Background: an optimization exercise with open tools, aiming at a short achievable clock period and few clock cycles. Do not read the settings as production practice.
In this exercise RTL edits were held to simulation tests only and were not proved equivalent to the original.
Power and IR drop assume default switching activity.

## lane 1
// SingleCycle_MIPS
module SingleCycle_MIPS(
    clk,
    rst_n,
    IR_addr,
    IR,
    ReadDataMem,
    CEN,
    WEN,
    A,
    ReadData2,
    OEN
);
Size: roughly 10000 cells after synthesis, about 2000 flip-flops, about 140 I/O pins, roughly 94000 µm² of cells after synthesis.
clock: 7.5 ns
lec_check: 0
abc_area: 1
cap_margin: 20
core_margin: 2
core_utilization: 40
cts_cluster_diameter: 150
cts_cluster_size: 25
setup_slack_margin: 5.0
slew_margin: 20
standard.sh (not shown) runs the stock make flow with config.mk's settings and CLKGATE_MAP_FILE= SYNTH_SCRIPT=/design/flow/synth_recipe.tcl, a recipe that flattens the netlist after the stock synthesis.
==> flow/flow/run.sh <==
#!/bin/bash
set -euo pipefail
here=$(pwd)
bash standard.sh "POST_GLOBAL_PLACE_TCL=$here/flow/move_oflops.tcl" MATCH_CELL_FOOTPRINT=0 finish > "$here/flow.log" 2>&1
==> flow/flow/move_oflops.tcl <==
# Move each output port's buffer, and the flip-flop that drives only that buffer, to the
# point of the core nearest the port's pin; detailed placement then legalizes them there.
set block [ord::get_db_block]
set core [$block getCoreArea]
set cx0 [$core xMin]; set cy0 [$core yMin]; set cx1 [$core xMax]; set cy1 [$core yMax]
set moved 0
foreach bterm [$block getBTerms] {
  if {[$bterm getIoType] != "OUTPUT"} { continue }
  set net [$bterm getNet]
  if {$net == "NULL"} { continue }
  set buf ""
  foreach it [$net getITerms] { if {[$it isOutputSignal]} { set buf [$it getInst] } }
  if {$buf == ""} { continue }
  set innet ""
  foreach it [$buf getITerms] { if {[$it isInputSignal] && [$it getNet] != "NULL"} { set innet [$it getNet] } }
  if {$innet == ""} { continue }
  set ff ""
  foreach it [$innet getITerms] { if {[$it isOutputSignal]} { set ff [$it getInst] } }
  if {$ff == ""} { continue }
  if {![string match "*df*" [[$ff getMaster] getName]]} { continue }
  if {[llength [$innet getITerms]] != 2} { continue }
  set bb [$bterm getBBox]
  set px [expr {([$bb xMin] + [$bb xMax]) / 2}]
  set py [expr {([$bb yMin] + [$bb yMax]) / 2}]
  set w [[$ff getMaster] getWidth]
  set h [[$ff getMaster] getHeight]
  set x [expr {min(max($px, $cx0), $cx1 - 2 * $w)}]
  set y [expr {min(max($py, $cy0), $cy1 - 2 * $h)}]
  $buf setLocation $x $y
  $ff setLocation $x $y
  incr moved
}
puts "move_oflops: moved $moved output buffers and flip-flops next to their pins"
Testbench counts of lane 1, summed over its fixed seeds: cycles 80,589.
Here is what was changed in the inputs of lane 2 compared with lane 1.
- changing CTS_CLUSTER_SIZE from 25 to 22
- changing CTS_CLUSTER_DIAMETER from 150 to 140
==> flow/flow/run.sh <==
#!/bin/bash
set -euo pipefail
here=$(pwd)
bash standard.sh "POST_GLOBAL_PLACE_TCL=$here/flow/move_oflops.tcl" finish > "$here/flow.log" 2>&1
Comparing the two runs side by side, lane 2 comes out ahead of lane 1 on post-DP HPWL. Looking only at total of plain and repair buffers excluding clock buffers, and setting everything else aside, the lower value of lane 2 and lane 1 goes to lane 2. Summary of lane 2 over lane 1: global-route usage now larger, final cycle utilization of the critical path now smaller, area overhead of the layout relative to synthesis comparable. Power in the clock group, lane 2 vs lane 1: up by a few percent. Lane 2 vs. lane 1: number of instances in the placed design held; final worst setup slack increased 0.025 ns. The higher worst reg-to-reg setup slack came out of lane 1. Overall die area: lane 2 vs lane 1 identical.
What lane 3 does differently from lane 2 at the input level:
- CTS_CLUSTER_SIZE changed from 22 to 24
- CTS_CLUSTER_DIAMETER changed from 140 to 150
Lane 3 has completed all stages; timing, DRC and antenna checks passed. Lane 2 -> lane 3: area of the mapped netlist flat. ~same via density per instance in lane 2 and lane 3. Going from lane 2 to lane 3, transition time of the tightest slew-check pin climbed 0.047 ns; multi-input logic area shrank by 0.37%. Lane 3 against lane 2: clock power share down 0.3 points, count of clock-buffer cells in the layout down 6.7%, clock transition time at the flip-flop clock pins of the worst setup and hold paths up 0.02 ns, final area down 960 µm², wire length on met3 down about 3.5%. Area overhead of the layout relative to synthesis down 1.0 points in lane 3 wrt lane 2.

========
SingleCycle_MIPS, a different RTL version from the one above (not shown whole).
Size: ~12,000 cells after synthesis, ~2,000 flip-flops, ~140 I/O pins, roughly 0.097 mm² of cells after synthesis.
Settings: LEC_CHECK=0, ABC_AREA=1, CAP_MARGIN=20, CORE_MARGIN=2, CORE_UTILIZATION=40, CTS_CLUSTER_DIAMETER=120, CTS_CLUSTER_SIZE=20, SETUP_SLACK_MARGIN=5.0, SLEW_MARGIN=20; clock period 7.5 ns.
run.sh (not shown) runs the stock make flow with config.mk's settings and CLKGATE_MAP_FILE= SYNTH_SCRIPT=/design/flow/synth_recipe.tcl, a recipe that flattens the netlist after the stock synthesis.
Stock flow here: none of the scripts above is used.
Testbench counts at the start, summed over its fixed seeds: cycles 81,967.
Next try:
- CTS_CLUSTER_DIAMETER: 120 -> 150
- CTS_CLUSTER_SIZE: 20 -> 25
The changed run completed without violations.
Via count barely changes.
Power goes down by 2.6%.
Count of clock-buffer cells in the layout is lower by 43.
Worst setup slack improved by 0.089 ns.
Die area does not change.
Final cell count hardly moves.
Non-clock buffer count climbs by 10.
Clock power shrinks by 11%.
Routed wire length barely changes.
Worst hold slack is better by 0.0077 ns.
Fmax grows by 3.1%.

==> re-timing with driven ports <==
Ports are ideal in the flow. The routed layouts listed here were re-timed in OpenROAD.
Step 1 sets driving cells, clkbuf_16 on the clock port and buf_2 on the other inputs (assumed; they add their load-dependent delay and slew).
Step 2 times the ports against the registers' clock, not the clock port: input delays grow and output delays shrink by t, the midpoint of the rising clock arrivals with the driver on.
a / b / c = no drivers / after step 1 / after step 2; a / b = the first two.
run	t (ns)	setup WS [ns]	cell pins on the clock port's net
lane 1	0.932	4.653 / 4.561 / 3.983	1
lane 2	0.929	4.678 / 4.580 / 3.998	1
lane 3	0.922	4.716 / 4.619 / 4.012	1
the first run of note 2	0.942	4.558 / 4.541 / 3.941	1
the second run of note 2	0.891	4.647 / 4.575 / 3.970	1
After both steps setup and hold are still met in every run listed. The setup slack of lane 3, which loses most, moves by -0.097 ns with the drivers and by -0.704 ns with both steps.
